Context: an optimization exercise on an open-source flow, tuned for small area and a short achievable clock period. The choices shown serve that exercise and are no tape-out recipe.
No run shown here included a check of the RTL's function; only the layout flow was run.
No activity file was given, so power comes from the tool's default toggle rates.

==> flow/design.v <==
`timescale 1ns / 1ps
module filter(
    clock,
    reset,
    Data_In,
    Data_Out
    );
    input clock,
          reset;
    input  [7:0] Data_In;
    output [16:0] Data_Out;
    reg  [7:0] x1;
    reg  [7:0] x2;
    reg  [7:0] x3;
    reg  [7:0] x4;
    reg  [7:0] x5;
    reg  [7:0] x6;
    reg  [7:0] x7;
    reg  [7:0] x8;
    reg  [7:0] x9;
    reg  [7:0] x10;
    reg  [7:0] x11;
    reg  [7:0] x12;
    reg  [7:0] x13;
    reg  [7:0] x14;
    reg  [7:0] x15;
    reg  [7:0] x16;
    reg  [7:0] x17;
    reg  [7:0] x18;
    reg  [7:0] x19;
    reg  [7:0] x20;
    reg  [7:0] x21;
    reg  [7:0] x22;
    reg  [7:0] x23;
    reg  [7:0] x24;
    reg  [7:0] x25;
    reg  [7:0] x26;
    reg  [7:0] x27;
    reg  [7:0] x28;
    reg  [7:0] x29;
    reg  [7:0] x30;
    reg  [4:0] age;      
    reg  [16:0] S;       
    always @(posedge clock) begin
        x1 <= Data_In;
        x2 <= x1;
        x3 <= x2;
        x4 <= x3;
        x5 <= x4;
        x6 <= x5;
        x7 <= x6;
        x8 <= x7;
        x9 <= x8;
        x10 <= x9;
        x11 <= x10;
        x12 <= x11;
        x13 <= x12;
        x14 <= x13;
        x15 <= x14;
        x16 <= x15;
        x17 <= x16;
        x18 <= x17;
        x19 <= x18;
        x20 <= x19;
        x21 <= x20;
        x22 <= x21;
        x23 <= x22;
        x24 <= x23;
        x25 <= x24;
        x26 <= x25;
        x27 <= x26;
        x28 <= x27;
        x29 <= x28;
        x30 <= x29;
        if (reset) age <= 5'd0;
        else if (age != 5'd31) age <= age + 5'd1;
    end
    wire [7:0] xm1 = x1 & {8{age >= 5'd1}};
    wire [7:0] xm9 = x9 & {8{age >= 5'd9}};
    wire [7:0] xm10 = x10 & {8{age >= 5'd10}};
    wire [7:0] xm11 = x11 & {8{age >= 5'd11}};
    wire [7:0] xm12 = x12 & {8{age >= 5'd12}};
    wire [7:0] xm13 = x13 & {8{age >= 5'd13}};
    wire [7:0] xm14 = x14 & {8{age >= 5'd14}};
    wire [7:0] xm15 = x15 & {8{age >= 5'd15}};
    wire [7:0] xm16 = x16 & {8{age >= 5'd16}};
    wire [7:0] xm17 = x17 & {8{age >= 5'd17}};
    wire [7:0] xm18 = x18 & {8{age >= 5'd18}};
    wire [7:0] xm19 = x19 & {8{age >= 5'd19}};
    wire [7:0] xm20 = x20 & {8{age >= 5'd20}};
    wire [7:0] xm28 = x28 & {8{age >= 5'd28}};
    wire [7:0] xm29 = x29 & {8{age >= 5'd29}};
    wire [7:0] xm30 = x30 & {8{age >= 5'd30}};
    wire s1;
    wire c2;
    wire s4;
    wire c5;
    wire s7;
    wire c8;
    wire s10;
    wire c11;
    wire s13;
    wire c14;
    wire s16;
    wire c17;
    wire s19;
    wire c20;
    wire s22;
    wire c23;
    wire s25;
    wire c26;
    wire s28;
    wire c29;
    wire s31;
    wire c32;
    wire s34;
    wire c35;
    wire s37;
    wire c38;
    wire s40;
    wire c41;
    wire s43;
    wire c44;
    wire s46;
    wire c47;
    wire s49;
    wire c50;
    wire s52;
    wire c53;
    wire s55;
    wire c56;
    wire s58;
    wire c59;
    wire s61;
    wire c62;
    wire s64;
    wire c65;
    wire s67;
    wire c68;
    wire s70;
    wire c71;
    wire n73;
    wire n74;
    wire n75;
    wire n76;
    wire n77;
    wire n78;
    wire n79;
    wire n80;
    wire n81;
    wire s82;
    wire c83;
    wire s85;
    wire c86;
    wire s88;
    wire c89;
    wire s91;
    wire c92;
    wire s94;
    wire c95;
    wire s97;
    wire c98;
    wire s100;
    wire c101;
    wire s103;
    wire c104;
    wire s106;
    wire c107;
    wire s109;
    wire c110;
    wire s112;
    wire c113;
    wire s115;
    wire c116;
    wire s118;
    wire c119;
    wire s121;
    wire c122;
    wire s124;
    wire c125;
    wire s127;
    wire c128;
    wire s130;
    wire c131;
    wire s133;
    wire c134;
    wire s136;
    wire c137;
    wire s139;
    wire c140;
    wire s142;
    wire c143;
    wire s145;
    wire c146;
    wire s148;
    wire c149;
    wire s151;
    wire c152;
    wire s154;
    wire c155;
    wire s157;
    wire c158;
    wire s160;
    wire c161;
    wire s163;
    wire c164;
    wire s166;
    wire c167;
    wire s169;
    wire c170;
    wire s172;
    wire c173;
    wire s175;
    wire c176;
    wire s178;
    wire c179;
    wire s181;
    wire c182;
    wire s184;
    wire c185;
    wire s187;
    wire c188;
    wire s190;
    wire c191;
    wire s193;
    wire c194;
    wire s196;
    wire c197;
    wire s199;
    wire c200;
    wire s202;
    wire c203;
    wire s205;
    wire c206;
    wire s208;
    wire c209;
    wire s211;
    wire c212;
    wire s214;
    wire c215;
    wire s217;
    wire c218;
    wire s220;
    wire c221;
    wire s223;
    wire c224;
    wire s226;
    wire c227;
    wire s229;
    wire c230;
    wire s232;
    wire c233;
    wire s235;
    wire c236;
    wire s238;
    wire c239;
    wire s241;
    wire c242;
    wire s244;
    wire c245;
    wire s247;
    wire c248;
    wire s250;
    wire c251;
    wire s253;
    wire c254;
    wire s256;
    wire c257;
    wire s259;
    wire c260;
    wire s262;
    wire c263;
    wire s265;
    wire c266;
    wire s268;
    wire c269;
    wire s271;
    wire c272;
    wire s274;
    wire c275;
    wire s277;
    wire c278;
    wire s280;
    wire c281;
    wire s283;
    wire c284;
    wire s286;
    wire c287;
    wire s289;
    wire c290;
    wire s292;
    wire c293;
    wire s295;
    wire c296;
    wire s298;
    wire c299;
    wire s301;
    wire c302;
    wire s304;
    wire c305;
    wire s307;
    wire c308;
    wire s310;
    wire c311;
    wire s313;
    wire c314;
    wire s316;
    wire c317;
    wire s319;
    wire c320;
    wire s322;
    wire c323;
    wire s325;
    wire c326;
    wire s328;
    wire c329;
    wire s331;
    wire c332;
    wire s334;
    wire c335;
    wire s337;
    wire c338;
    wire s340;
    wire c341;
    wire s343;
    wire c344;
    wire s346;
    wire c347;
    wire s349;
    wire c350;
    wire s352;
    wire c353;
    wire s355;
    wire c356;
    wire s358;
    wire c359;
    wire s361;
    wire c362;
    wire s364;
    wire c365;
    wire s367;
    wire c368;
    wire s370;
    wire c371;
    wire s373;
    wire c374;
    wire s376;
    wire c377;
    wire s379;
    wire c380;
    wire s382;
    wire c383;
    wire s385;
    wire c386;
    wire s388;
    wire c389;
    wire s391;
    wire c392;
    wire s394;
    wire c395;
    wire s397;
    wire c398;
    wire s400;
    wire c401;
    wire s403;
    wire c404;
    wire s406;
    wire c407;
    wire s409;
    wire c410;
    wire s412;
    wire c413;
    wire s415;
    wire c416;
    wire s418;
    wire c419;
    wire s421;
    wire c422;
    wire s424;
    wire c425;
    wire s427;
    wire c428;
    wire s430;
    wire c431;
    wire s433;
    wire c434;
    wire s436;
    wire c437;
    wire s439;
    wire c440;
    wire s442;
    wire c443;
    wire s445;
    wire c446;
    wire s448;
    wire c449;
    wire s451;
    wire c452;
    wire s454;
    wire c455;
    wire s457;
    wire c458;
    wire s460;
    wire c461;
    wire s463;
    wire c464;
    wire s466;
    wire c467;
    wire s469;
    wire c470;
    wire s472;
    wire c473;
    wire s475;
    wire c476;
    wire s478;
    wire c479;
    wire s481;
    wire c482;
    wire s484;
    wire c485;
    wire s487;
    wire c488;
    wire s490;
    wire c491;
    wire s493;
    wire c494;
    wire s496;
    wire c497;
    wire s499;
    wire c500;
    wire s502;
    wire c503;
    wire s505;
    wire c506;
    wire s508;
    wire c509;
    wire s511;
    wire c512;
    wire s514;
    wire c515;
    wire s517;
    wire c518;
    wire s520;
    wire c521;
    wire s523;
    wire c524;
    wire s526;
    wire c527;
    wire s529;
    wire c530;
    wire s532;
    wire c533;
    wire s535;
    wire c536;
    wire s538;
    wire c539;
    wire s541;
    wire c542;
    wire s544;
    wire c545;
    wire s547;
    wire c548;
    wire s550;
    wire c551;
    wire s553;
    wire c554;
    wire s556;
    wire c557;
    wire s559;
    wire c560;
    wire s562;
    wire c563;
    wire s565;
    wire c566;
    wire s568;
    wire c569;
    wire s571;
    wire c572;
    wire s574;
    wire c575;
    wire s577;
    wire c578;
    wire s580;
    wire c581;
    wire s583;
    wire c584;
    wire s586;
    wire c587;
    wire s589;
    wire c590;
    wire s592;
    wire c593;
    wire s595;
    wire c596;
    wire s598;
    wire c599;
    wire s601;
    wire c602;
    wire s604;
    wire c605;
    wire s607;
    wire c608;
    wire s610;
    wire c611;
    wire s613;
    wire c614;
    wire s616;
    wire c617;
    wire s619;
    wire c620;
    fir_ha u3 (.a(xm10[0]), .b(xm19[0]), .s(s1), .co(c2));
    fir_fa u6 (.a(xm10[1]), .b(xm19[1]), .c(c2), .s(s4), .co(c5));
    fir_fa u9 (.a(xm10[2]), .b(xm19[2]), .c(c5), .s(s7), .co(c8));
    fir_fa u12 (.a(xm10[3]), .b(xm19[3]), .c(c8), .s(s10), .co(c11));
    fir_fa u15 (.a(xm10[4]), .b(xm19[4]), .c(c11), .s(s13), .co(c14));
    fir_fa u18 (.a(xm10[5]), .b(xm19[5]), .c(c14), .s(s16), .co(c17));
    fir_fa u21 (.a(xm10[6]), .b(xm19[6]), .c(c17), .s(s19), .co(c20));
    fir_fa u24 (.a(xm10[7]), .b(xm19[7]), .c(c20), .s(s22), .co(c23));
    fir_ha u27 (.a(xm11[0]), .b(xm18[0]), .s(s25), .co(c26));
    fir_fa u30 (.a(xm11[1]), .b(xm18[1]), .c(c26), .s(s28), .co(c29));
    fir_fa u33 (.a(xm11[2]), .b(xm18[2]), .c(c29), .s(s31), .co(c32));
    fir_fa u36 (.a(xm11[3]), .b(xm18[3]), .c(c32), .s(s34), .co(c35));
    fir_fa u39 (.a(xm11[4]), .b(xm18[4]), .c(c35), .s(s37), .co(c38));
    fir_fa u42 (.a(xm11[5]), .b(xm18[5]), .c(c38), .s(s40), .co(c41));
    fir_fa u45 (.a(xm11[6]), .b(xm18[6]), .c(c41), .s(s43), .co(c44));
    fir_fa u48 (.a(xm11[7]), .b(xm18[7]), .c(c44), .s(s46), .co(c47));
    fir_ha u51 (.a(xm12[0]), .b(xm17[0]), .s(s49), .co(c50));
    fir_fa u54 (.a(xm12[1]), .b(xm17[1]), .c(c50), .s(s52), .co(c53));
    fir_fa u57 (.a(xm12[2]), .b(xm17[2]), .c(c53), .s(s55), .co(c56));
    fir_fa u60 (.a(xm12[3]), .b(xm17[3]), .c(c56), .s(s58), .co(c59));
    fir_fa u63 (.a(xm12[4]), .b(xm17[4]), .c(c59), .s(s61), .co(c62));
    fir_fa u66 (.a(xm12[5]), .b(xm17[5]), .c(c62), .s(s64), .co(c65));
    fir_fa u69 (.a(xm12[6]), .b(xm17[6]), .c(c65), .s(s67), .co(c68));
    fir_fa u72 (.a(xm12[7]), .b(xm17[7]), .c(c68), .s(s70), .co(c71));
    assign n73 = ~s49;
    assign n74 = ~s52;
    assign n75 = ~s55;
    assign n76 = ~s58;
    assign n77 = ~s61;
    assign n78 = ~s64;
    assign n79 = ~s67;
    assign n80 = ~s70;
    assign n81 = ~c71;
    fir_ha u84 (.a(xm13[0]), .b(xm16[0]), .s(s82), .co(c83));
    fir_fa u87 (.a(xm13[1]), .b(xm16[1]), .c(c83), .s(s85), .co(c86));
    fir_fa u90 (.a(xm13[2]), .b(xm16[2]), .c(c86), .s(s88), .co(c89));
    fir_fa u93 (.a(xm13[3]), .b(xm16[3]), .c(c89), .s(s91), .co(c92));
    fir_fa u96 (.a(xm13[4]), .b(xm16[4]), .c(c92), .s(s94), .co(c95));
    fir_fa u99 (.a(xm13[5]), .b(xm16[5]), .c(c95), .s(s97), .co(c98));
    fir_fa u102 (.a(xm13[6]), .b(xm16[6]), .c(c98), .s(s100), .co(c101));
    fir_fa u105 (.a(xm13[7]), .b(xm16[7]), .c(c101), .s(s103), .co(c104));
    fir_ha u108 (.a(xm14[0]), .b(xm15[0]), .s(s106), .co(c107));
    fir_fa u111 (.a(xm14[1]), .b(xm15[1]), .c(c107), .s(s109), .co(c110));
    fir_fa u114 (.a(xm14[2]), .b(xm15[2]), .c(c110), .s(s112), .co(c113));
    fir_fa u117 (.a(xm14[3]), .b(xm15[3]), .c(c113), .s(s115), .co(c116));
    fir_fa u120 (.a(xm14[4]), .b(xm15[4]), .c(c116), .s(s118), .co(c119));
    fir_fa u123 (.a(xm14[5]), .b(xm15[5]), .c(c119), .s(s121), .co(c122));
    fir_fa u126 (.a(xm14[6]), .b(xm15[6]), .c(c122), .s(s124), .co(c125));
    fir_fa u129 (.a(xm14[7]), .b(xm15[7]), .c(c125), .s(s127), .co(c128));
    fir_fa u132 (.a(xm1[0]), .b(xm28[0]), .c(xm30[0]), .s(s130), .co(c131));
    fir_fa u135 (.a(s25), .b(s82), .c(s106), .s(s133), .co(c134));
    fir_fa u138 (.a(1'b1), .b(xm1[1]), .c(xm28[1]), .s(s136), .co(c137));
    fir_fa u141 (.a(xm29[0]), .b(xm30[1]), .c(xm30[0]), .s(s139), .co(c140));
    fir_fa u144 (.a(c131), .b(n73), .c(s136), .s(s142), .co(c143));
    fir_fa u147 (.a(s139), .b(s28), .c(s85), .s(s145), .co(c146));
    fir_fa u150 (.a(s109), .b(c134), .c(s142), .s(s148), .co(c149));
    fir_fa u153 (.a(s145), .b(s148), .c(Data_In[0]), .s(s151), .co(c152));
    fir_fa u156 (.a(xm1[2]), .b(xm9[0]), .c(xm20[0]), .s(s154), .co(c155));
    fir_fa u159 (.a(xm28[2]), .b(xm29[1]), .c(xm30[2]), .s(s157), .co(c158));
    fir_fa u162 (.a(xm30[1]), .b(s1), .c(s25), .s(s160), .co(c161));
    fir_fa u165 (.a(s82), .b(c137), .c(c140), .s(s163), .co(c164));
    fir_fa u168 (.a(s154), .b(s157), .c(s160), .s(s166), .co(c167));
    fir_fa u171 (.a(n74), .b(s163), .c(c143), .s(s169), .co(c170));
    fir_fa u174 (.a(s31), .b(s88), .c(s112), .s(s172), .co(c173));
    fir_fa u177 (.a(c146), .b(s166), .c(c149), .s(s175), .co(c176));
    fir_fa u180 (.a(s169), .b(s172), .c(s175), .s(s178), .co(c179));
    fir_fa u183 (.a(Data_In[1]), .b(c152), .c(s178), .s(s181), .co(c182));
    fir_fa u186 (.a(xm1[3]), .b(xm9[1]), .c(xm20[1]), .s(s184), .co(c185));
    fir_fa u189 (.a(xm28[3]), .b(xm29[2]), .c(xm30[3]), .s(s187), .co(c188));
    fir_fa u192 (.a(xm30[2]), .b(s1), .c(s106), .s(s190), .co(c191));
    fir_fa u195 (.a(c155), .b(c158), .c(s184), .s(s193), .co(c194));
    fir_fa u198 (.a(s187), .b(s4), .c(s28), .s(s196), .co(c197));
    fir_fa u201 (.a(s85), .b(c161), .c(s190), .s(s199), .co(c200));
    fir_fa u204 (.a(c164), .b(s193), .c(c167), .s(s202), .co(c203));
    fir_fa u207 (.a(s196), .b(n75), .c(s199), .s(s205), .co(c206));
    fir_fa u210 (.a(c170), .b(s34), .c(s91), .s(s208), .co(c209));
    fir_fa u213 (.a(s115), .b(c173), .c(s202), .s(s211), .co(c212));
    fir_fa u216 (.a(s205), .b(c176), .c(Data_In[2]), .s(s214), .co(c215));
    fir_fa u219 (.a(s208), .b(s211), .c(c179), .s(s217), .co(c218));
    fir_fa u222 (.a(s214), .b(c182), .c(s217), .s(s220), .co(c221));
    fir_fa u225 (.a(xm1[4]), .b(xm9[2]), .c(xm20[2]), .s(s223), .co(c224));
    fir_fa u228 (.a(xm28[4]), .b(xm29[3]), .c(xm30[4]), .s(s226), .co(c227));
    fir_fa u231 (.a(xm30[3]), .b(s25), .c(c185), .s(s229), .co(c230));
    fir_fa u234 (.a(c188), .b(s223), .c(s226), .s(s232), .co(c233));
    fir_fa u237 (.a(s4), .b(s109), .c(c191), .s(s235), .co(c236));
    fir_fa u240 (.a(s229), .b(c194), .c(s232), .s(s238), .co(c239));
    fir_fa u243 (.a(s7), .b(s31), .c(s88), .s(s241), .co(c242));
    fir_fa u246 (.a(c197), .b(c200), .c(s235), .s(s244), .co(c245));
    fir_fa u249 (.a(s238), .b(c203), .c(s241), .s(s247), .co(c248));
    fir_fa u252 (.a(n76), .b(c206), .c(s244), .s(s250), .co(c251));
    fir_fa u255 (.a(Data_In[3]), .b(s37), .c(s94), .s(s253), .co(c254));
    fir_fa u258 (.a(s118), .b(c209), .c(c212), .s(s256), .co(c257));
    fir_fa u261 (.a(s247), .b(s250), .c(c215), .s(s259), .co(c260));
    fir_fa u264 (.a(s253), .b(s256), .c(c218), .s(s262), .co(c263));
    fir_fa u267 (.a(s259), .b(s262), .c(c221), .s(s265), .co(c266));
    fir_fa u270 (.a(xm1[5]), .b(xm9[3]), .c(xm20[3]), .s(s268), .co(c269));
    fir_fa u273 (.a(xm28[5]), .b(xm29[4]), .c(xm30[5]), .s(s271), .co(c272));
    fir_fa u276 (.a(xm30[4]), .b(s49), .c(s82), .s(s274), .co(c275));
    fir_fa u279 (.a(s106), .b(c224), .c(c227), .s(s277), .co(c278));
    fir_fa u282 (.a(s268), .b(s271), .c(s28), .s(s280), .co(c281));
    fir_fa u285 (.a(s274), .b(c230), .c(s277), .s(s283), .co(c284));
    fir_fa u288 (.a(c233), .b(s7), .c(s112), .s(s286), .co(c287));
    fir_fa u291 (.a(c236), .b(s280), .c(c239), .s(s289), .co(c290));
    fir_fa u294 (.a(s283), .b(s10), .c(s34), .s(s292), .co(c293));
    fir_fa u297 (.a(s91), .b(c242), .c(c245), .s(s295), .co(c296));
    fir_fa u300 (.a(s286), .b(s289), .c(Data_In[4]), .s(s298), .co(c299));
    fir_fa u303 (.a(c248), .b(s292), .c(n77), .s(s301), .co(c302));
    fir_fa u306 (.a(c251), .b(s295), .c(s298), .s(s304), .co(c305));
    fir_fa u309 (.a(s40), .b(s97), .c(s121), .s(s307), .co(c308));
    fir_fa u312 (.a(c254), .b(c257), .c(s301), .s(s310), .co(c311));
    fir_fa u315 (.a(c260), .b(s304), .c(s307), .s(s313), .co(c314));
    fir_fa u318 (.a(s310), .b(c263), .c(s313), .s(s316), .co(c317));
    fir_fa u321 (.a(xm1[6]), .b(xm9[4]), .c(xm20[4]), .s(s319), .co(c320));
    fir_fa u324 (.a(xm28[6]), .b(xm29[5]), .c(xm30[6]), .s(s322), .co(c323));
    fir_fa u327 (.a(xm30[5]), .b(c269), .c(c272), .s(s325), .co(c326));
    fir_fa u330 (.a(s319), .b(s322), .c(s52), .s(s328), .co(c329));
    fir_fa u333 (.a(s85), .b(s109), .c(c275), .s(s331), .co(c332));
    fir_fa u336 (.a(c278), .b(s325), .c(s31), .s(s334), .co(c335));
    fir_fa u339 (.a(c281), .b(s328), .c(s331), .s(s337), .co(c338));
    fir_fa u342 (.a(c284), .b(s10), .c(s115), .s(s340), .co(c341));
    fir_fa u345 (.a(c287), .b(s334), .c(s337), .s(s343), .co(c344));
    fir_fa u348 (.a(c290), .b(Data_In[5]), .c(s13), .s(s346), .co(c347));
    fir_fa u351 (.a(s37), .b(s94), .c(c293), .s(s349), .co(c350));
    fir_fa u354 (.a(c296), .b(s340), .c(s343), .s(s352), .co(c353));
    fir_fa u357 (.a(c299), .b(s346), .c(s349), .s(s355), .co(c356));
    fir_fa u360 (.a(n78), .b(c302), .c(s352), .s(s358), .co(c359));
    fir_fa u363 (.a(c305), .b(s43), .c(s100), .s(s361), .co(c362));
    fir_fa u366 (.a(s124), .b(c308), .c(s355), .s(s364), .co(c365));
    fir_fa u369 (.a(c311), .b(s358), .c(c314), .s(s367), .co(c368));
    fir_fa u372 (.a(s361), .b(s364), .c(c317), .s(s370), .co(c371));
    fir_fa u375 (.a(xm1[7]), .b(xm9[5]), .c(xm20[5]), .s(s373), .co(c374));
    fir_fa u378 (.a(xm28[7]), .b(xm29[6]), .c(xm30[7]), .s(s376), .co(c377));
    fir_fa u381 (.a(xm30[6]), .b(c320), .c(c323), .s(s379), .co(c380));
    fir_fa u384 (.a(s373), .b(s376), .c(c326), .s(s382), .co(c383));
    fir_fa u387 (.a(s379), .b(s55), .c(s88), .s(s385), .co(c386));
    fir_fa u390 (.a(s112), .b(c329), .c(c332), .s(s388), .co(c389));
    fir_fa u393 (.a(s382), .b(s34), .c(c335), .s(s391), .co(c392));
    fir_fa u396 (.a(c338), .b(s385), .c(s388), .s(s394), .co(c395));
    fir_fa u399 (.a(Data_In[6]), .b(s13), .c(s118), .s(s397), .co(c398));
    fir_fa u402 (.a(c341), .b(s391), .c(c344), .s(s400), .co(c401));
    fir_fa u405 (.a(s394), .b(s16), .c(s40), .s(s403), .co(c404));
    fir_fa u408 (.a(s97), .b(c347), .c(c350), .s(s406), .co(c407));
    fir_fa u411 (.a(s397), .b(c353), .c(s400), .s(s409), .co(c410));
    fir_fa u414 (.a(c356), .b(s403), .c(s406), .s(s412), .co(c413));
    fir_fa u417 (.a(n79), .b(c359), .c(s409), .s(s415), .co(c416));
    fir_fa u420 (.a(s46), .b(s103), .c(s127), .s(s418), .co(c419));
    fir_fa u423 (.a(c362), .b(s412), .c(c365), .s(s421), .co(c422));
    fir_fa u426 (.a(s415), .b(s418), .c(c368), .s(s424), .co(c425));
    fir_fa u429 (.a(s421), .b(c371), .c(s424), .s(s427), .co(c428));
    fir_fa u432 (.a(xm9[6]), .b(xm20[6]), .c(xm29[7]), .s(s430), .co(c431));
    fir_fa u435 (.a(xm30[7]), .b(c374), .c(c377), .s(s433), .co(c434));
    fir_fa u438 (.a(s430), .b(c380), .c(s433), .s(s436), .co(c437));
    fir_fa u441 (.a(c383), .b(s436), .c(s58), .s(s439), .co(c440));
    fir_fa u444 (.a(s91), .b(s115), .c(c386), .s(s442), .co(c443));
    fir_fa u447 (.a(c389), .b(Data_In[7]), .c(s37), .s(s445), .co(c446));
    fir_fa u450 (.a(c392), .b(c395), .c(s439), .s(s448), .co(c449));
    fir_fa u453 (.a(s442), .b(s16), .c(s121), .s(s451), .co(c452));
    fir_fa u456 (.a(c398), .b(s445), .c(c401), .s(s454), .co(c455));
    fir_fa u459 (.a(s448), .b(s19), .c(s43), .s(s457), .co(c458));
    fir_fa u462 (.a(s100), .b(c404), .c(c407), .s(s460), .co(c461));
    fir_fa u465 (.a(s451), .b(c410), .c(s454), .s(s463), .co(c464));
    fir_fa u468 (.a(c47), .b(c104), .c(c128), .s(s466), .co(c467));
    fir_fa u471 (.a(c413), .b(s457), .c(s460), .s(s469), .co(c470));
    fir_fa u474 (.a(n80), .b(s463), .c(c416), .s(s472), .co(c473));
    fir_fa u477 (.a(c419), .b(s466), .c(s469), .s(s475), .co(c476));
    fir_fa u480 (.a(c422), .b(s472), .c(c425), .s(s478), .co(c479));
    fir_fa u483 (.a(s475), .b(c428), .c(s478), .s(s481), .co(c482));
    fir_fa u486 (.a(xm9[7]), .b(xm20[7]), .c(c431), .s(s484), .co(c485));
    fir_fa u489 (.a(c434), .b(s484), .c(c437), .s(s487), .co(c488));
    fir_fa u492 (.a(s487), .b(s61), .c(s94), .s(s490), .co(c491));
    fir_fa u495 (.a(s118), .b(c440), .c(c443), .s(s493), .co(c494));
    fir_fa u498 (.a(s40), .b(c446), .c(c449), .s(s496), .co(c497));
    fir_fa u501 (.a(s490), .b(s493), .c(s19), .s(s499), .co(c500));
    fir_fa u504 (.a(s124), .b(c452), .c(c455), .s(s502), .co(c503));
    fir_fa u507 (.a(s496), .b(s22), .c(s46), .s(s505), .co(c506));
    fir_fa u510 (.a(s103), .b(c458), .c(c461), .s(s508), .co(c509));
    fir_fa u513 (.a(n81), .b(s499), .c(c464), .s(s511), .co(c512));
    fir_fa u516 (.a(s502), .b(c467), .c(s505), .s(s514), .co(c515));
    fir_fa u519 (.a(c470), .b(s508), .c(s511), .s(s517), .co(c518));
    fir_fa u522 (.a(c473), .b(s514), .c(c476), .s(s520), .co(c521));
    fir_fa u525 (.a(s517), .b(c479), .c(s520), .s(s523), .co(c524));
    fir_fa u528 (.a(1'b1), .b(c485), .c(c488), .s(s526), .co(c527));
    fir_fa u531 (.a(s526), .b(s64), .c(s97), .s(s529), .co(c530));
    fir_fa u534 (.a(s121), .b(c491), .c(c494), .s(s532), .co(c533));
    fir_fa u537 (.a(s43), .b(c497), .c(s529), .s(s535), .co(c536));
    fir_fa u540 (.a(s532), .b(c23), .c(c47), .s(s538), .co(c539));
    fir_fa u543 (.a(c104), .b(s22), .c(s127), .s(s541), .co(c542));
    fir_fa u546 (.a(c500), .b(s535), .c(c503), .s(s544), .co(c545));
    fir_fa u549 (.a(c506), .b(s538), .c(c509), .s(s547), .co(c548));
    fir_fa u552 (.a(s541), .b(c512), .c(s544), .s(s550), .co(c551));
    fir_fa u555 (.a(c515), .b(s547), .c(c518), .s(s553), .co(c554));
    fir_fa u558 (.a(s550), .b(c521), .c(s553), .s(s556), .co(c557));
    fir_fa u561 (.a(1'b1), .b(c527), .c(s67), .s(s559), .co(c560));
    fir_fa u564 (.a(s100), .b(s124), .c(c530), .s(s562), .co(c563));
    fir_fa u567 (.a(c533), .b(c23), .c(c128), .s(s565), .co(c566));
    fir_fa u570 (.a(s46), .b(c536), .c(s559), .s(s568), .co(c569));
    fir_fa u573 (.a(s562), .b(c539), .c(c542), .s(s571), .co(c572));
    fir_fa u576 (.a(s565), .b(s568), .c(c545), .s(s574), .co(c575));
    fir_fa u579 (.a(c548), .b(s571), .c(c551), .s(s577), .co(c578));
    fir_fa u582 (.a(s574), .b(c554), .c(s577), .s(s580), .co(c581));
    fir_fa u585 (.a(1'b1), .b(c47), .c(s70), .s(s583), .co(c584));
    fir_fa u588 (.a(s103), .b(s127), .c(c560), .s(s586), .co(c587));
    fir_fa u591 (.a(c563), .b(c566), .c(s583), .s(s589), .co(c590));
    fir_fa u594 (.a(c569), .b(s586), .c(c572), .s(s592), .co(c593));
    fir_fa u597 (.a(s589), .b(c575), .c(s592), .s(s595), .co(c596));
    fir_fa u600 (.a(c578), .b(s595), .c(c581), .s(s598), .co(c599));
    fir_fa u603 (.a(1'b1), .b(c71), .c(c104), .s(s601), .co(c602));
    fir_fa u606 (.a(c128), .b(c584), .c(s601), .s(s604), .co(c605));
    fir_fa u609 (.a(c587), .b(c590), .c(s604), .s(s607), .co(c608));
    fir_fa u612 (.a(c593), .b(s607), .c(c596), .s(s610), .co(c611));
    fir_fa u615 (.a(1'b1), .b(c602), .c(c605), .s(s613), .co(c614));
    fir_fa u618 (.a(c608), .b(s613), .c(c611), .s(s616), .co(c617));
    fir_fa u621 (.a(1'b1), .b(c614), .c(c617), .s(s619), .co(c620));
    wire [16:0] rowA = {1'b1, s619, s616, c599, s598, c557, c524, c482, s481, s427, s367, c266, s265, s220, s181, s151, s130};
    wire [16:0] rowB = {c620, 1'b0, 1'b0, s610, 1'b0, s580, s556, s523, 1'b0, 1'b0, s370, s316, 1'b0, 1'b0, 1'b0, 1'b0, s133};
    wire [16:0] S_next = rowA + rowB;
    always @(posedge clock) begin
        if (reset) S <= 17'd0;
        else       S <= S_next;
    end
    assign Data_Out = S + {Data_In, 1'b0} + Data_In;
endmodule
module fir_fa(input a, input b, input c, output s, output co);
    assign s = a ^ b ^ c;
    assign co = (a & b) | (a & c) | (b & c);
endmodule
module fir_ha(input a, input b, output s, output co);
    assign s = a ^ b;
    assign co = a & b;
endmodule
==> flow/config.mk <==
export PLATFORM = sky130hd
export DESIGN_NAME = filter
export DESIGN_NICKNAME = filter
export VERILOG_FILES = /design/flow/design.v
export SDC_FILE = /design/flow/constraint.sdc
export NUM_CORES = 4
export LEC_CHECK = 0
export CAP_MARGIN = 20
export CORE_MARGIN = 2
export CORE_UTILIZATION = 40
export SLEW_MARGIN = 20
export SYNTH_HIERARCHICAL = 1
==> flow/constraint.sdc <==
create_clock -name core_clock -period 12.5 [get_ports {clock}]
set_input_delay 2.5000 -clock core_clock [delete_from_list [all_inputs] [get_ports {clock}]]
set_output_delay 2.5000 -clock core_clock [all_outputs]
set_load 0.01 [all_outputs]
==> flow/run.sh <==
#!/bin/bash
# synth_recipe.tcl (not shown) runs the flow's synth.tcl, then flattens the netlist and writes it again
# the make line also repeats each setting of config.mk as NAME=value (left out here)
make -C /OpenROAD-flow-scripts/flow DESIGN_CONFIG=/design/flow/config.mk WORK_HOME=/design/flow/orfs CLKGATE_MAP_FILE= SYNTH_SCRIPT=/design/flow/synth_recipe.tcl finish
==> results of run 1 <==
## logic make-up after synthesis
family                     synth area share
other                              0.000322
adders and majority gates             0.387
buffers and inverters               0.00956
muxes                               0.00290
xor gates and xnor gates             0.0203
and+or+nand+nor                       0.107
DFF                                   0.450
AOI/OAI and AO/OA                    0.0225
## final timing paths
kind / to / slack (ns) / cells past startpoint
hold reg to reg: x25[7] / 0.32 / 0
hold / removal: x25[7] / 0.32 / 0
setup / recovery: S[16] / 3.35 / 24
setup reg to reg: S[16] / 3.35 / 24
## synth_stat cells, types with 2 or more instances
library cell and n:
nor2_1 30, and2_1 56, a21oi_1 21, nand2_1 15
buf_2 2, mux2_1 2, nor3_1 2, o21ai_1 3
o21a_1 2, o21ai_0 4, inv_1 19, nand2b_1 2
xor2_1 16, nor2b_1 55, a31oi_1 3, xnor2_1 11
and3_1 30, nand4_1 6, ha_1 29, nand3_1 10
a21oi_2 3, fa_1 207, clkbuf_1 7, a21boi_1 2
or3_1 2, dfxtp_1 262
## modules after synthesis, one instance, submodules excluded
module | flip-flops and latches | cells
filter | 262 | 612
fir_ha | 0 | 1
fir_fa | 0 | 1
## metal layers
metal | part of all wire | vias up | global-route usage
li1 | - | 2689 | -
met2 | 0.47 | 89 | 0.239
met3 | 0.037 | 34 | 0.0257
met5 | 0 | - | 0
met4 | 0.024 | 0 | 0.0368
met1 | 0.47 | 2908 | 0.224
## cell type report
type,count,share of cell area
multi-input combinational,531,0.477
clock inverter,13,0.0106
tap,384,0.0363
timing repair buffer,26,0.0197
inverter,19,0.00539
sequential,262,0.396
clock buffer,34,0.0553
## where the power goes
group | switching [mW] | internal, mW
registers | 0.0270 | 0.893
clock network | 0.322 | 0.458
logic | 0.205 | 0.204
total | 0.555 | 1.55
==> impl_metrics.tcl, run 1 <==
set metrics [dict create \
    finalWorstSetupSlack_ns 3.35 \
    syn-instance-count 816 \
    io_buffer_count 26 \
    power_density_mw_per_mm2 159 \
    outcome "complete, no violations" \
    synth.top_cell.area_share 0.450 \
    tightest_slew_ns 1.03 \
    clockRootBuffer "clkbuf_16" \
    rsz0062_at_grt "false" \
    grt_usage 0.153 \
    core_area_mm2 0.0287 \
    worstHoldStart "x24[7]" \
    crit_family "adder cells" \
    skew_ns 0.0152 \
    syn_to_final_growth_pct 13.7 \
    antenna_cells 0 \
    cp.arrival_ns 9.56 \
    htree_levels 1 \
    ir_worst_vdd_mv 0.101 \
    dieHeight_um 175 \
    crit_path_start_kind "register" \
    synth_area_per_cell_um2 14.3 \
    crit_fanout 18 \
    tns_ns 0 \
    slew_headroom 0.309 \
    drt_iter0_markers 273 \
    final_area_mm2 0.0132 \
    slowest_delay_ns 0.68 \
    cp.required_ns 12.91 \
    cts_buffers 27 \
    drcViolationCount 0 \
    synth.yosys.seq_area_share 0.450 \
    synth_largest_area_cell "dfxtp_1" \
    slew_violations 0 \
    postCtsHoldBufs 0 \
    crit_buf_inv 1 \
    clk_pin_slew_worst_paths_ns 0.06 \
    syn_area_mm2 0.0116 \
    crit_slowest_cell "dfxtp_1" \
    ioPinCount 27 \
    min_period_ns 9.15 \
    hold_class "register to register" \
    synthDistinctLibCells 41 \
    hold_slack_ns 0.319 \
    antenna_found_initial 0 \
    nets 1113 \
    dr.pass1.iters 4 \
    grt_overflow_total 0 \
    final_cell_mix "dfxtp_1, fa_1, and2_1, nor2b_1" \
    dp_slack_ns 3.34 \
    wl_mm 21.7 \
    multi_input_area_mm2 0.00631 \
    ys.flop_type "dfxtp_1" \
    leakage_nw 6.06 \
    cts_resized 0 \
    start_util 0.406 \
    postRouteAntennaNets 0 \
    rr_startpoint "age[1]" \
    grt_pass1_wl_mm 35.6 \
    fin_util 0.461 \
    avgViaCountPerCell 4.51 \
    grt_pass1_vias 6219 \
    finalSetupViolCount 0 \
    fp-row-count 62 \
    end_kind "register" \
    postSynth.asyncResetShare 0 \
    regArea_mm2 0.00525 \
    largest_reg_flops 17 \
    hpwl_mm 18.0 \
    drive_gt1_frac 0.0621 \
    cap_violations 0 \
    final_cells 1269 \
    die-width_um 175 \
    regMostFlops "S" \
    total_power_mw 2.11 \
    criticalPathCategory "register to register" \
    fin_crit_sh 0.732 \
    placedCellCount 1222 \
    die_area_mm2 0.0305 \
    synth-edff-count 0 \
    dpl_cell_area_mm2 0.0124 \
    cts_setup_buffers 0 \
    synthTopCellsByArea "dfxtp_1, fa_1, ha_1, and2_1, nor2b_1" \
    routedWlPerCell_um 17.1 \
    routed-via-count 5720 \
    clockBufferDepth 3 \
    cts.sinks 262 \
    fillers 2553 \
    grt_max_degree 29 \
    gp_congestion 0.835 \
    cts_tree "yes" \
    clk_latency_ns 0.53 \
    mostFrequentLayoutCell "dfxtp_1" \
    crit_chain "inv_1 -> ha_1 -> nor2_1 -> nand2_1 -> a31oi_2 -> nor2b_1 -> ha_1 -> fa_1 -> fa_1 -> fa_1 -> fa_1 -> fa_1 -> fa_1 -> fa_1 -> fa_1 -> fa_1 -> fa_1 -> fa_1 -> fa_1 -> fa_1 -> fa_1 -> nand4_1 -> o21ai_1 -> mux2_1" \
    hold_viol_final 0 \
    ys_warn_count 7 \
    synth-seq-cells 262 \
    fmax_mhz 109 \
    crit_top_cell "fa_1" \
    crit_start "age[1]" \
]
==> inputs of run 2 (changes only) <==
==> flow/design.v (replaced) <==
`timescale 1ns / 1ps
module filter(
    clock,
    reset,
    Data_In,
    Data_Out
    );
    parameter taps        = 32;
    parameter num_bits    = 8;
    parameter input_size  = 8;
    parameter output_size = (2*num_bits) + 1;
    input clock,
          reset;
    input  [input_size - 1:0] Data_In;
    output [output_size - 1:0] Data_Out;
    parameter h0  = 8'b0000_0011;
    parameter h1  = 8'b0000_0010;
    parameter h2  = 8'b0000_0001;
    parameter h3  = 8'b0000_0000;
    parameter h4  = 8'b0000_0000;
    parameter h5  = 8'b0000_0000;
    parameter h6  = 8'b0000_0000;
    parameter h7  = 8'b0000_0000;
    parameter h8  = 8'b0000_0000;
    parameter h9  = 8'b0000_0000;
    parameter h10 = 8'b0000_0100;
    parameter h11 = 8'b0000_1100;
    parameter h12 = 8'b0001_0101;
    parameter h13 = 8'b0001_1110;
    parameter h14 = 8'b0010_0101;
    parameter h15 = 8'b0010_1001;
    parameter h16 = 8'b00101001;
    parameter h17 = 8'b0010_0101;
    parameter h18 = 8'b0001_1110;
    parameter h19 = 8'b0001_0101;
    parameter h20 = 8'b0000_1100;
    parameter h21 = 8'b0000_0100;
    parameter h22 = 8'b0000_0000;
    parameter h23 = 8'b0000_0000;
    parameter h24 = 8'b0000_0000;
    parameter h25 = 8'b0000_0000;
    parameter h26 = 8'b0000_0000;
    parameter h27 = 8'b0000_0000;
    parameter h28 = 8'b0000_0000;
    parameter h29 = 8'b0000_0001;
    parameter h30 = 8'b0000_0010;
    parameter h31 = 8'b0000_0011;
    reg [output_size - 1:0] FIR [1:taps-1];
    assign Data_Out = h0  * Data_In +
                      h1  * FIR[1]  +
                      h2  * FIR[2]  +
                      h3  * FIR[3]  +
                      h4  * FIR[4]  +
                      h5  * FIR[5]  +
                      h6  * FIR[6]  +
                      h7  * FIR[7]  +
                      h8  * FIR[8]  +
                      h9  * FIR[9]  +
                      h10 * FIR[10] +
                      h11 * FIR[11] +
                      h12 * FIR[12] +
                      h13 * FIR[13] +
                      h14 * FIR[14] +
                      h15 * FIR[15] +
                      h16 * FIR[16] +
                      h17 * FIR[17] +
                      h18 * FIR[18] +
                      h19 * FIR[19] +
                      h20 * FIR[20] +
                      h21 * FIR[21] +
                      h22 * FIR[22] +
                      h23 * FIR[23] +
                      h24 * FIR[24] +
                      h25 * FIR[25] +
                      h26 * FIR[26] +
                      h27 * FIR[27] +
                      h28 * FIR[28] +
                      h29 * FIR[29] +
                      h30 * FIR[30] +
                      h31 * FIR[31];
    integer i;
    always @ (posedge clock) begin
        if (reset) begin  
            for (i = 0; i <= taps; i = i + 1) FIR[i] <= 0; 
        end
        else begin
            FIR[1] <= Data_In;
            for (i = 2; i <= taps; i = i + 1) FIR [i] <= FIR[i - 1];
        end
    end                
endmodule
--- a/flow/config.mk
+++ b/flow/config.mk
@@ -9,4 +9,3 @@
 export CORE_MARGIN = 2
 export CORE_UTILIZATION = 40
 export SLEW_MARGIN = 20
-export SYNTH_HIERARCHICAL = 1
==> run 2 against run 1 <==
Via count up 70%. Critical endpoint is now Data_Out[15]. Non-clock buffer count up 5. Sequential share of layout area down 14 points. Still clean on timing, DRC and antenna. Largest power group is now the clock network.
==> impl_metrics.tcl, run 2 <==
set metrics [dict create \
    largest_reg_flops 248 \
    drive_gt1_frac 0.0498 \
    clk_latency_ns 0.57 \
    antenna_found_initial 0 \
    cts.sinks 248 \
    cp.required_ns 10.00 \
    mostFrequentLayoutCell "inv_1" \
    synth-seq-cells 248 \
    start_util 0.406 \
    routed-via-count 9741 \
    power_density_mw_per_mm2 103 \
    dpl_cell_area_mm2 0.0180 \
    die_area_mm2 0.0445 \
    hold_class "register to register" \
    cap_violations 0 \
    crit_top_cell "fa_1" \
    drcViolationCount 0 \
    min_period_ns 12.06 \
    synth-edff-count 0 \
    postRouteAntennaNets 0 \
    leakage_nw 9.24 \
    syn_area_mm2 0.0171 \
    multi_input_area_mm2 0.0106 \
    final_area_mm2 0.0191 \
    ys_warn_count 2 \
    synth_largest_area_cell "fa_1" \
    regMostFlops "FIR" \
    tns_ns 0 \
    tightest_slew_ns 0.942 \
    hpwl_mm 27.7 \
    syn_to_final_growth_pct 11.7 \
    grt_max_degree 141 \
    slew_violations 0 \
    fin_crit_sh 0.965 \
    drt_iter0_markers 378 \
    netlist_top_cells_count "inv_1, fa_1, dfxtp_1" \
    hold-path-cell-count 1 \
    grt_pass1_vias 10700 \
    cp.arrival_ns 9.56 \
    outcome "complete, no violations" \
    criticalPathCategory "register to primary output" \
    dieHeight_um 211 \
    r2r_cells 2 \
    fmax_mhz 82.9 \
    avgViaCountPerCell 4.45 \
    clk_pin_slew_worst_paths_ns 0.07 \
    clockRootBuffer "clkbuf_16" \
    ir_worst_vdd_mv 0.102 \
    slowest_delay_ns 0.60 \
    end_kind "primary output" \
    synth_area_per_cell_um2 10.7 \
    grt_usage 0.168 \
    synth.yosys.seq_area_share 0.290 \
    routedWlPerCell_um 15.9 \
    crit_slowest_cell "fa_1" \
    cts_buffers 28 \
    fp-row-count 75 \
    slew_headroom 0.372 \
    gp_congestion 0.918 \
    synthTopCellsByArea "fa_1, dfxtp_1, ha_1, inv_1, nor2b_1" \
    wl_mm 34.8 \
    skew_ns 0.00852 \
    reg_top3 "FIR (248)" \
    clockBufferDepth 3 \
    synth.top_cell.area_share 0.315 \
    ys.flop_type "dfxtp_1" \
    regArea_mm2 0.00497 \
    htree_levels 1 \
    synthDistinctLibCells 42 \
    syn-instance-count 1594 \
    io_buffer_count 26 \
    finalSetupViolCount 0 \
    cts_tree "yes" \
    postSynth.asyncResetShare 0 \
    final_cell_mix "inv_1, fa_1, dfxtp_1, ha_1, nor2b_1" \
    synth_most_common_cell "inv_1" \
    grt_overflow_total 0 \
    crit_path_start_kind "register" \
    fillers 3919 \
    antenna_cells 0 \
    nets 2103 \
    hold_viol_final 0 \
    core_area_mm2 0.0421 \
    crit_fanout 5 \
    dr.pass1.iters 5 \
    die-width_um 211 \
    ioPinCount 27 \
    grt_pass1_wl_mm 57.5 \
    rsz0062_at_grt "false" \
]
## run 2: cell types whose count changed after synthesis, moves of 27 or more
| cell | before | now |
|---|---|---|
| inv_1 | 19 | 412 |
| ha_1 | 29 | 197 |
| fa_1 | 207 | 269 |
| and2_1 | 56 | 1 |
| nor2_1 | 30 | 87 |
| and3_1 | 30 | 3 |
| nor2b_1 | 55 | 184 |
## run 2: logic make-up after synthesis
group / after synthesis / synth area share
AO/OA/AOI/OAI: 89 / 0.0365
XOR/XNOR: 35 / 0.0179
multiplexers: 2 / 0.00124
adder cells (fa/ha/maj): 466 / 0.459
buffers and inverters: 440 / 0.0966
flip-flops: 248 / 0.290
AND/OR/NAND/NOR: 314 / 0.0991
## run 2: layout make-up
type                       count  area share
sequential                   248       0.260
clock buffer                  35      0.0391
tap                          539      0.0353
timing repair buffer          31      0.0170
clock inverter                16      0.0135
multi-input combinational    906       0.554
inverter                     412      0.0809
## run 2: what timing repair did
action,in CTS,in global routing
pin swaps,3,5
cloned,0,0
hold buffers,0,0
setup buffers,2,1
gates resized for setup,8,30
endpoints found under the setup margin,5,8
## run 2: routing by layer
metal / GRT usage / routed length (um) / vias up
met5: 0 / 0 / -
met4: 0.0384 / 576 / 0
met3: 0.0159 / 1090 / 32
met2: 0.283 / 16900 / 127
met1: 0.235 / 16200 / 4784
li1: - / - / 4798
## run 2: stage by stage
stage          std cells   util  hold slack [ns]  power [mW]  worst slack, ns
2_1_floorplan       1594      -            0.414       0.992             1.32
3_3_place_gp        2133  0.426            0.415        1.09          0.00837
3_5_place_dp        2133  0.426            0.422        1.09          0.00923
4_1_cts             2186  0.451            0.434        2.00          0.00265
5_1_grt             2187  0.454            0.442        2.07           0.0425
6_report            2187  0.454            0.428        1.98            0.439
## run 2: worst paths after layout
check | from | to | slack, ns
worst max-delay path | FIR[13][0] | Data_Out[15] | 0.44
worst min-delay path | FIR[7][3] | FIR[8][3] | 0.43
worst max register to register | FIR[13][6] | FIR[14][6] | 11.56
worst min register to register | FIR[7][3] | FIR[8][3] | 0.43
## run 2: critical path, delay by kind of cell (launching register included)
family	cells	cell delay (ns)
AOI/OAI and AO/OA	6	1.32
xor gates and xnor gates	1	0.15
adders and majority gates	13	6.46
buffers and inverters	5	0.40
DFF	1	0.36
and+or+nand+nor	2	0.28
## run 2: power breakdown
part	internal (mW)	total, mW	switching, mW	leakage [nW]
clock network	0.549	0.900	0.351	0.493
registers	0.794	0.796	0.00118	2.00
logic	0.121	0.280	0.159	6.74

[afterwards: timing with drivers on the ports]
In the flow no input, the clock included, has a driving cell. The finished layouts below were timed again as built, in two steps. Step 1, drivers: a clkbuf_16 drives clock and a buf_2 each remaining input, both assumed. Step 2 moves the port delays by t, midway between the first and last clock arrival at a register: inputs arrive t later, outputs are due t later. That takes back most of the time a late clock gives input paths. a / b / c = ideal / step 1 / step 2; a / b = the first two.
run	t, ns	slack for setup (ns)	pins driven straight from the clock port
run 1	0.566	3.350 / 3.350 / 3.350	1
run 2	0.619	0.439 / 0.388 / 0.421	1
After both steps setup and hold are still met in every run listed. The setup slack of run 2, which loses most, moves by -0.051 ns with the drivers and by -0.018 ns with both steps.
